This is an optimization exercise on Yosys and OpenROAD, whose aim is small area, not a production implementation.
The RTL was checked by simulation tests, not by an equivalence proof against the original design.
Power figures rest on the tool's default switching activity, not on a simulated workload.

## try-maple
## cic3
module cic3
    #(parameter DECIMATION_FACTOR = 256,  
    parameter CLOCK_WIDTH = $clog2(DECIMATION_FACTOR),
    parameter NUMBITS = 3*CLOCK_WIDTH+1)
    (output logic [NUMBITS-1:0] out,  
    input logic in,  
    input logic clk,  
    input logic reset_n);  
localparam int W = 25;    
localparam int L = 141;   
localparam int PB = 26;   
localparam int PC = 52;   
localparam int PO = 119;  
localparam int NSEG = 3;
localparam int B1 = 9;    
localparam int B2 = 17;   
function automatic integer seg(input integer i);
    if (i >= B2) seg = 2;
    else if (i >= B1) seg = 1;
    else seg = 0;
endfunction
logic [7:0] cnt;           
logic [1:0] age;           
logic [W-1:0] acc1, acc2, acc3;
logic [NSEG-1:1] k1, k2, k3;   
logic [L-1:0] ring;
logic cy1, cy2;            
logic [W-1:0] sum1, sum2, sum3, acc3g, wr;
logic [W:0] cr1, cr2, cr3;
logic [NSEG-1:1] k1n, k2n, k3n;
logic ser_first, ser_act, out_load;
logic sa, sb, sc, s1, s2, c1i, c2i;
always_comb begin
    for (int i = 0; i < W; i++) begin
        wr[i]    = (cnt == seg(i));    
        acc3g[i] = wr[i] ? 1'b0 : acc3[i];
    end
    for (int i = 0; i < W; i++) begin
        if (i == 0) begin
            cr1[i] = in; cr2[i] = 1'b0; cr3[i] = 1'b0;
        end else if (i == B1) begin
            k1n[1] = cr1[i]; k2n[1] = cr2[i]; k3n[1] = cr3[i];
            cr1[i] = k1[1];  cr2[i] = k2[1];  cr3[i] = k3[1];
        end else if (i == B2) begin
            k1n[2] = cr1[i]; k2n[2] = cr2[i]; k3n[2] = cr3[i];
  ...
Size in the first run: roughly 500 cells after synthesis, roughly 260 flip-flops, about 28 I/O pins, ~8300 sq um of cells after synthesis.
make LEC_CHECK=0 CAP_MARGIN=20 CORE_MARGIN=2 CORE_UTILIZATION=40 SLEW_MARGIN=20 finish   # period 5.0 ns
run.sh (not shown) runs the stock make flow with config.mk's settings and CLKGATE_MAP_FILE= SYNTH_SCRIPT=/design/flow/synth_recipe.tcl, a recipe that flattens the netlist after the stock synthesis.
Modified inputs, try-indigo compared to try-maple
Settings: an added CTS_CLUSTER_DIAMETER of 50; an added CTS_CLUSTER_SIZE of 16; an added CTS_BUF_LIST of sky130_fd_sc_hd__clkbuf_8; a change of CORE_UTILIZATION from 40 to 70.
Notes after the runs:
Comparing try-indigo and try-maple, the higher all-layer global routing usage is on try-indigo.
Measured against each other, try-indigo and try-maple differ in count of placed standard cells in the final layout, fillers left out, the higher figure coming from try-maple.
Taking try-maple as the reference, in try-indigo synthesis-to-layout area growth saw a decrease; post-route total power now sits lower.
Relative to try-indigo, the following input files were edited for try-garnet:
Settings: CTS_BUF_LIST now sky130_fd_sc_hd__clkbuf_2, was sky130_fd_sc_hd__clkbuf_8; CORE_UTILIZATION now 40, was 70; CTS_CLUSTER_SIZE now 10, was 16; CTS_CLUSTER_DIAMETER no longer set, was 50.
- Summary of try-garnet over try-indigo: number of global-route vias before repair increased by 612 relative to the old numbers; critical path depth closely matched the old numbers; number of clock buffers in the layout increased by 73 relative to the old numbers; total clock buffers created by CTS increased by 40 relative to the old numbers; maximum level of the CTS H-tree increased by 1 relative to the old numbers.
- The run showing the greater wire length of the first global-routing pass is try-garnet.
Modified inputs, try-harbor compared to try-garnet
Settings: CTS_CLUSTER_DIAMETER newly set to 60; CTS_BUF_LIST changed from sky130_fd_sc_hd__clkbuf_2 to sky130_fd_sc_hd__clkbuf_8; CTS_CLUSTER_SIZE changed from 10 to 20; CORE_UTILIZATION changed from 40 to 60.
Results
- Higher hold slack among try-garnet and try-harbor: try-harbor
- Higher relative contribution of the clock network to total power goes to try-garnet over try-harbor.
- Global routing usage on met1: try-harbor > try-garnet
- try-harbor has completed all stages; timing, DRC and antenna checks passed.
diff inputs: try-harbor => try-juniper
Settings: CTS_CLUSTER_SIZE: 20 -> unset; CTS_CLUSTER_DIAMETER: 60 -> unset; CTS_BUF_LIST: sky130_fd_sc_hd__clkbuf_8 -> sky130_fd_sc_hd__clkbuf_4; CORE_UTILIZATION: 60 -> 40.
### Flow results
Status | try-juniper and try-harbor | clean. Per-cell via count in the routed design for try-juniper: 0.51 down relative to try-harbor. try-juniper ends up with lower global-route usage than try-harbor does. Worst setup slack deteriorates in try-juniper relative to try-harbor. try-juniper: routed wire length on met3 is about 54% higher than what try-harbor reported. Layout overhead on the synthesized area: lower on try-harbor. What try-juniper reported for first-iteration DRC count has to be multiplied by 2.5 to get the figure for try-harbor. Of try-juniper and try-harbor, the run reporting the lower combinational power was try-harbor. Routed wire in try-juniper totals more than in try-harbor.
Changes in try-tundra relative to try-juniper:
Settings: swapping 40 for 60 in CORE_UTILIZATION; swapping sky130_fd_sc_hd__clkbuf_4 for sky130_fd_sc_hd__clkbuf_16 in CTS_BUF_LIST; putting CTS_CLUSTER_DIAMETER at 100 where nothing was set; putting CTS_CLUSTER_SIZE at 35 where nothing was set.
[summary]
try-tundra vs. try-juniper: sequential cell fraction of total power increased 9.6 points; power in combinational cells decreased about 2%.
try-tundra ends up with lower clock skew than try-juniper does.
Looking at wire length per cell after detailed routing, try-tundra sits above try-juniper.
Summary of try-tundra over try-juniper: total power -680 uW, global-route usage +3.7 points, met2 global-route usage +4.5 points, total power density per cell area -9.7%, number of vias after detailed routing -420.
Cmp try-tundra and try-juniper / relative slew slack / lower: try-juniper

cic3, a different RTL version from the one above (not shown whole).
Size in the first run: ~260 flip-flops, roughly 28 I/O pins.
==> flow/config.mk <==
export PLATFORM = sky130hd
export DESIGN_NAME = cic3
export DESIGN_NICKNAME = cic3
export VERILOG_FILES = /design/flow/design.v
export SDC_FILE = /design/flow/constraint.sdc
export NUM_CORES = 4
export LEC_CHECK = 0
export CAP_MARGIN = 20
export CORE_MARGIN = 2
export CORE_UTILIZATION = 70
export CTS_BUF_LIST = sky130_fd_sc_hd__clkbuf_8
export CTS_CLUSTER_DIAMETER = 50
export CTS_CLUSTER_SIZE = 16
export SLEW_MARGIN = 20
==> flow/constraint.sdc <==
create_clock -name core_clock -period 5.0 [get_ports {clk}]
set_input_delay 1.0000 -clock core_clock [delete_from_list [all_inputs] [get_ports {clk}]]
set_output_delay 1.0000 -clock core_clock [all_outputs]
set_load 0.01 [all_outputs]
standard.sh (not shown) runs the stock make flow with config.mk's settings and CLKGATE_MAP_FILE= SYNTH_SCRIPT=/design/flow/synth_recipe.tcl, a recipe that flattens the netlist after the stock synthesis.
==> flow/flow/run.sh <==
#!/bin/bash
export BUFFER_PORTS_ARGS="-buffer_cell sky130_fd_sc_hd__buf_1"
export CTS_ARGS="-sink_clustering_enable -repair_clock_nets -sink_clustering_size 16 -sink_clustering_max_diameter 50 -buf_list sky130_fd_sc_hd__clkbuf_8 -root_buf sky130_fd_sc_hd__clkbuf_8 -dont_use_dummy_load"
bash standard.sh > standard.log 2>&1
Then changed:
==> flow/flow/run.sh (replaced) <==
#!/bin/bash
export BUFFER_PORTS_ARGS="-buffer_cell sky130_fd_sc_hd__buf_1"
bash standard.sh > standard.log 2>&1
Count of clock-buffer cells in the layout stays the same.
Utilization grows by 0.48 points.
Synthesized cell count stays the same.
Then changed:
==> flow/flow/run.sh (replaced) <==
#!/bin/bash
export BUFFER_PORTS_ARGS="-buffer_cell sky130_fd_sc_hd__buf_1"
export CTS_ARGS="-sink_clustering_enable -repair_clock_nets -sink_clustering_size 24 -sink_clustering_max_diameter 60 -buf_list sky130_fd_sc_hd__clkbuf_16 -root_buf sky130_fd_sc_hd__clkbuf_16 -dont_use_dummy_load"
bash standard.sh > standard.log 2>&1
Effect:
- The new run completed with no timing, DRC or antenna violations
- register-to-register slack hardly moves
- worst setup slack loses 0.0086 ns
- utilization is higher by 0.34 points
- global-route usage rises by 0.90 points
- synthesized cell count does not change
- power goes up by about 3.4%
Then changed:
==> flow/flow/run.sh (replaced) <==
#!/bin/bash
export BUFFER_PORTS_ARGS="-buffer_cell sky130_fd_sc_hd__buf_1"
export CTS_ARGS="-sink_clustering_enable -repair_clock_nets -sink_clustering_size 12 -sink_clustering_max_diameter 40 -buf_list sky130_fd_sc_hd__clkbuf_4 -root_buf sky130_fd_sc_hd__clkbuf_8 -dont_use_dummy_load"
bash standard.sh > standard.log 2>&1
What happened: The new run produced a clean layout; final area goes down by 1.5%; wire length goes down by 4.8%; count of clock-buffer cells in the layout goes up by 14; core utilization goes down by 1.2 points; register-to-register slack gains 0.02 ns; setup slack gains 0.017 ns.
Then changed:
==> flow/flow/run.sh (replaced) <==
#!/bin/bash
export BUFFER_PORTS_ARGS="-buffer_cell sky130_fd_sc_hd__buf_1"
export CTS_ARGS="-sink_clustering_enable -repair_clock_nets -sink_clustering_size 20 -sink_clustering_max_diameter 55 -buf_list sky130_fd_sc_hd__clkbuf_8 -root_buf sky130_fd_sc_hd__clkbuf_8 -dont_use_dummy_load"
bash standard.sh > standard.log 2>&1
The changed run ran to the end with no violations.
Sequential share of layout area is about the same.
Clock-buffer cell count fell by 12.
Non-clock buffer count fell by 1.
Setup slack got worse by 0.0074 ns.
Cell count fell by 2.0%.
Core utilization fell by 0.11 points.
Total power is about the same.
Fmax barely changes.
Wire length fell by 1.7%.
Critical path depth is unchanged.
Then changed:
==> flow/flow/run.sh (replaced) <==
#!/bin/bash
export BUFFER_PORTS_ARGS="-buffer_cell sky130_fd_sc_hd__buf_1"
export CTS_ARGS="-sink_clustering_enable -repair_clock_nets -sink_clustering_size 10 -sink_clustering_max_diameter 35 -buf_list sky130_fd_sc_hd__clkbuf_4 -root_buf sky130_fd_sc_hd__clkbuf_8 -dont_use_dummy_load"
bash standard.sh > standard.log 2>&1
=> The changed run completed without violations; worst hold slack is worse by 0.028 ns; final cell count grows by 2.9%; via count came out higher by 2.1%; die area is unchanged; clock skew grows by 0.021 ns; global-route usage climbs by 1.0 points; total power climbs by 2.6%; fmax stays flat; combinational power barely changes.

The RTL this note starts from:
==> flow/design.v <==
module cic3
    #(parameter DECIMATION_FACTOR = 256,  
    parameter CLOCK_WIDTH = $clog2(DECIMATION_FACTOR),
    parameter NUMBITS = 3*CLOCK_WIDTH+1)
    (output logic [NUMBITS-1:0] out,  
    input logic in,  
    input logic clk,  
    input logic reset_n);  
localparam int W = 25;    
localparam int L = 141;   
localparam int PB = 26;   
localparam int PC = 52;   
localparam int PO = 119;  
localparam int NSEG = 3;
localparam int B1 = 9;    
localparam int B2 = 17;   
localparam int WI = 24;   
function automatic integer seg(input integer i);
    if (i >= B2) seg = 2;
    else if (i >= B1) seg = 1;
    else seg = 0;
endfunction
logic [7:0] cnt;           
logic first;              
logic [WI-1:0] acc1, acc2, acc3;
logic [NSEG-1:1] k1, k2, k3;   
logic [L-1:0] ring;
logic cy1, cy2;            
logic zf;                  
logic [WI-1:0] sum1, sum2, sum3, acc3g, wr;
logic [WI:0] cr1, cr2, cr3;
logic [NSEG-1:1] k1n, k2n, k3n;
logic ser_first, ser_act, ser_last, out_load, flag_wr;
logic sa, sb, sc, s1, s2, c1i, c2i;
always_comb begin
    for (int i = 0; i < WI; i++) begin
        wr[i]    = (cnt == seg(i));    
        acc3g[i] = wr[i] ? 1'b0 : acc3[i];
    end
    for (int i = 0; i < WI; i++) begin
        if (i == 0) begin
            cr1[i] = in; cr2[i] = 1'b0; cr3[i] = 1'b0;
        end else if (i == B1) begin
            k1n[1] = cr1[i]; k2n[1] = cr2[i]; k3n[1] = cr3[i];
            cr1[i] = k1[1];  cr2[i] = k2[1];  cr3[i] = k3[1];
        end else if (i == B2) begin
            k1n[2] = cr1[i]; k2n[2] = cr2[i]; k3n[2] = cr3[i];
            cr1[i] = k1[2];  cr2[i] = k2[2];  cr3[i] = k3[2];
        end
        sum1[i]  = acc1[i] ^ cr1[i];
        cr1[i+1] = acc1[i] & cr1[i];
        sum2[i]  = acc2[i] ^ acc1[i] ^ cr2[i];
        cr2[i+1] = (acc2[i] & acc1[i]) | (acc2[i] & cr2[i]) | (acc1[i] & cr2[i]);
        sum3[i]  = acc3g[i] ^ acc2[i] ^ cr3[i];
        cr3[i+1] = (acc3g[i] & acc2[i]) | (acc3g[i] & cr3[i]) | (acc2[i] & cr3[i]);
    end
end
always_comb begin
    ser_first = (cnt == 8'd1);
    ser_act   = (cnt >= 8'd1) && (cnt <= 8'd25);
    ser_last  = (cnt == 8'd25);
    flag_wr   = (cnt == 8'd253);
    out_load  = (cnt == 8'd127);
    sa  = ring[0];
    sb  = ring[PB-1] & !ser_first;
    sc  = ring[PC];
    c1i = ser_first ? 1'b0 : cy1;
    c2i = ser_first ? 1'b1 : cy2;
    s1  = sa ^ sc ^ c1i;
    s2  = ser_last ? (zf & sa) : (s1 ^ ~sb ^ c2i);
end
always_ff @(posedge clk or negedge reset_n) begin
    if (!reset_n) begin
        cnt  <= '0;
        first <= 1'b1;
        acc1 <= '0;
        acc2 <= '0;
        k1   <= '0;
        k2   <= '0;
    end else begin
        cnt  <= cnt + 1'b1;
        if (cnt == 8'd255) first <= 1'b0;
        acc1 <= sum1;
        acc2 <= sum2;
        k1   <= k1n;
        k2   <= k2n;
    end
end
always_ff @(posedge clk) begin
    acc3 <= sum3;
    k3   <= k3n;
    cy1  <= (sa & sc) | (sa & c1i) | (sc & c1i);
    cy2  <= (s1 & ~sb) | (s1 & c2i) | (~sb & c2i);
    zf   <= (ser_first | zf) & ~s2;
    for (int i = 0; i < L; i++)
        ring[i] <= ring[(i+1) % L];
    for (int b = 0; b < WI; b++)
        if (wr[b])
            ring[b - seg(b)] <= acc3[b];
    if (flag_wr)
        ring[W-1+3] <= in;
    if (first)
        ring[PC-1] <= 1'b0;
    else if (ser_act)
        ring[PC-1] <= s2;
end
always_ff @(posedge clk) begin
    if (out_load)
        for (int b = 0; b < W; b++)
            out[b] <= ring[(PO+b) % L];
end
endmodule
Settings: LEC_CHECK=0, CAP_MARGIN=0, CORE_MARGIN=2, CORE_UTILIZATION=70, SLEW_MARGIN=0; clock period 5.0 ns.
==> flow/flow/run.sh <==
#!/bin/bash
export BUFFER_PORTS_ARGS="-buffer_cell sky130_fd_sc_hd__buf_1"
export CTS_ARGS="-sink_clustering_enable -repair_clock_nets -sink_clustering_size 20 -sink_clustering_max_diameter 55 -buf_list sky130_fd_sc_hd__clkbuf_8 -root_buf sky130_fd_sc_hd__clkbuf_8 -dont_use_dummy_load"
bash standard.sh > standard.log 2>&1
Edit:
- CAP_MARGIN: 0 -> 20
- CORE_UTILIZATION: 70 -> 85
- SLEW_MARGIN: 0 -> 20
After rerunning: Hold slack gains 0.014 ns; maximum frequency decreases by a few percent; worst setup slack is worse by 0.28 ns; design area came out lower slightly; routed wire length went up by well over a third.
Edit:
==> flow/run.sh (new file) <==
#!/bin/bash
# synth_recipe.tcl (not shown) runs the flow's synth.tcl, then flattens the netlist and writes it again
# the make line also repeats each setting of config.mk as NAME=value (left out here)
make -C /OpenROAD-flow-scripts/flow DESIGN_CONFIG=/design/flow/config.mk WORK_HOME=/design/flow/orfs CLKGATE_MAP_FILE= SYNTH_SCRIPT=/design/flow/synth_recipe.tcl finish
- CORE_UTILIZATION: 85 -> 70
- CTS_BUF_LIST: default -> sky130_fd_sc_hd__clkbuf_8
- CTS_CLUSTER_DIAMETER: default -> 50
- CTS_CLUSTER_SIZE: default -> 16
removed: flow/flow/run.sh
removed: flow/standard.sh
Outcome:
- global-route usage drops by 16 points
- worst setup slack is better by 0.24 ns
- routed wire length is lower by well over a third
- total power is higher slightly
- final cell count climbs by a little under a tenth
- first-iteration DRC count goes down by well over a third
- utilization shrinks by 12 points
- fmax came out higher by a few percent
- critical path depth is unchanged
- synthesized cell count is unchanged
Edit:
==> flow/flow/run.sh (new file) <==
#!/bin/bash
export BUFFER_PORTS_ARGS="-buffer_cell sky130_fd_sc_hd__buf_1"
export CTS_ARGS="-sink_clustering_enable -repair_clock_nets -sink_clustering_size 20 -sink_clustering_max_diameter 55 -buf_list sky130_fd_sc_hd__clkbuf_8 -root_buf sky130_fd_sc_hd__clkbuf_8 -dont_use_dummy_load"
bash standard.sh > standard.log 2>&1
==> flow/standard.sh (new file) <==
#!/bin/bash
# synth_recipe.tcl (not shown) runs the flow's synth.tcl, then flattens the netlist and writes it again
# the make line also repeats each setting of config.mk as NAME=value (left out here)
make -C /OpenROAD-flow-scripts/flow DESIGN_CONFIG=/design/flow/config.mk WORK_HOME=/design/flow/orfs CLKGATE_MAP_FILE= SYNTH_SCRIPT=/design/flow/synth_recipe.tcl "${@:-finish}"
removed: flow/run.sh
Setup slack is better by 0.043 ns.
Sequential power stays flat.
Hold slack got worse by 0.0032 ns.
Cell count fell by a few percent.
Total power drops by a few percent.
Combinational power barely changes.
Clock skew climbs by 0.025 ns.
Clock-buffer cell count fell by 4.
Cell area falls by a few percent.

what the ideal ports hide:
The results above use ideal ports. As a check the final layouts listed here were re-extracted and re-timed, cells and wires unchanged.
Step 1 assumes that a clkbuf_16 drives the clock port and a buf_2 every other input.
Step 2 also shifts input and output timing later by t, the mid clock arrival at the registers, as if the neighbouring blocks saw the same clock.
a / b / c = ideal ports / drivers / drivers and shift; a / b = the first two.
run	t (ns)	setup WS [ns]	worst setup path at the end	latest minus earliest clock arrival (ns)	worst register clock-pin slew, ns
try-maple	0.555	0.399 / 0.399 / 0.399	register to register	0.012 / 0.012	0.06 / 0.06
try-indigo	0.538	0.313 / 0.313 / 0.313	register to register	0.017 / 0.017	0.10 / 0.10
try-garnet	0.809	0.350 / 0.350 / 0.350	register to register	0.077 / 0.077	0.12 / 0.12
try-harbor	0.536	0.448 / 0.448 / 0.448	register to register	0.021 / 0.021	0.12 / 0.12
try-juniper	0.682	0.365 / 0.365 / 0.365	register to register	0.060 / 0.060	0.07 / 0.07
try-tundra	0.490	0.466 / 0.466 / 0.466	register to register	0.026 / 0.025	0.12 / 0.12
the first run of note 2	0.510	0.271 / 0.271 / 0.271	register to register	0.050 / 0.051	0.09 / 0.09
the second run of note 2	0.532	0.264 / 0.264 / 0.264	register to register	0.018 / 0.019	0.10 / 0.10
the third run of note 2	0.485	0.256 / 0.256 / 0.256	register to register	0.060 / 0.060	0.09 / 0.09
the fourth run of note 2	0.522	0.272 / 0.272 / 0.272	register to register	0.057 / 0.058	0.12 / 0.12
the fifth run of note 2	0.508	0.265 / 0.265 / 0.265	register to register	0.049 / 0.048	0.11 / 0.11
the sixth run of note 2	0.514	0.274 / 0.274 / 0.274	register to register	0.064 / 0.065	0.11 / 0.11
the first run of note 3	0.510	0.482 / 0.482 / 0.482	register to register	0.037 / 0.037	0.11 / 0.11
the second run of note 3	0.518	0.203 / 0.203 / 0.203	register to register	0.033 / 0.032	0.12 / 0.12
the third run of note 3	0.534	0.439 / 0.439 / 0.439	register to register	0.013 / 0.012	0.10 / 0.10
the fourth run of note 3	0.510	0.482 / 0.482 / 0.482	register to register	0.037 / 0.037	0.11 / 0.11
After both steps setup and hold are still met in every run listed.
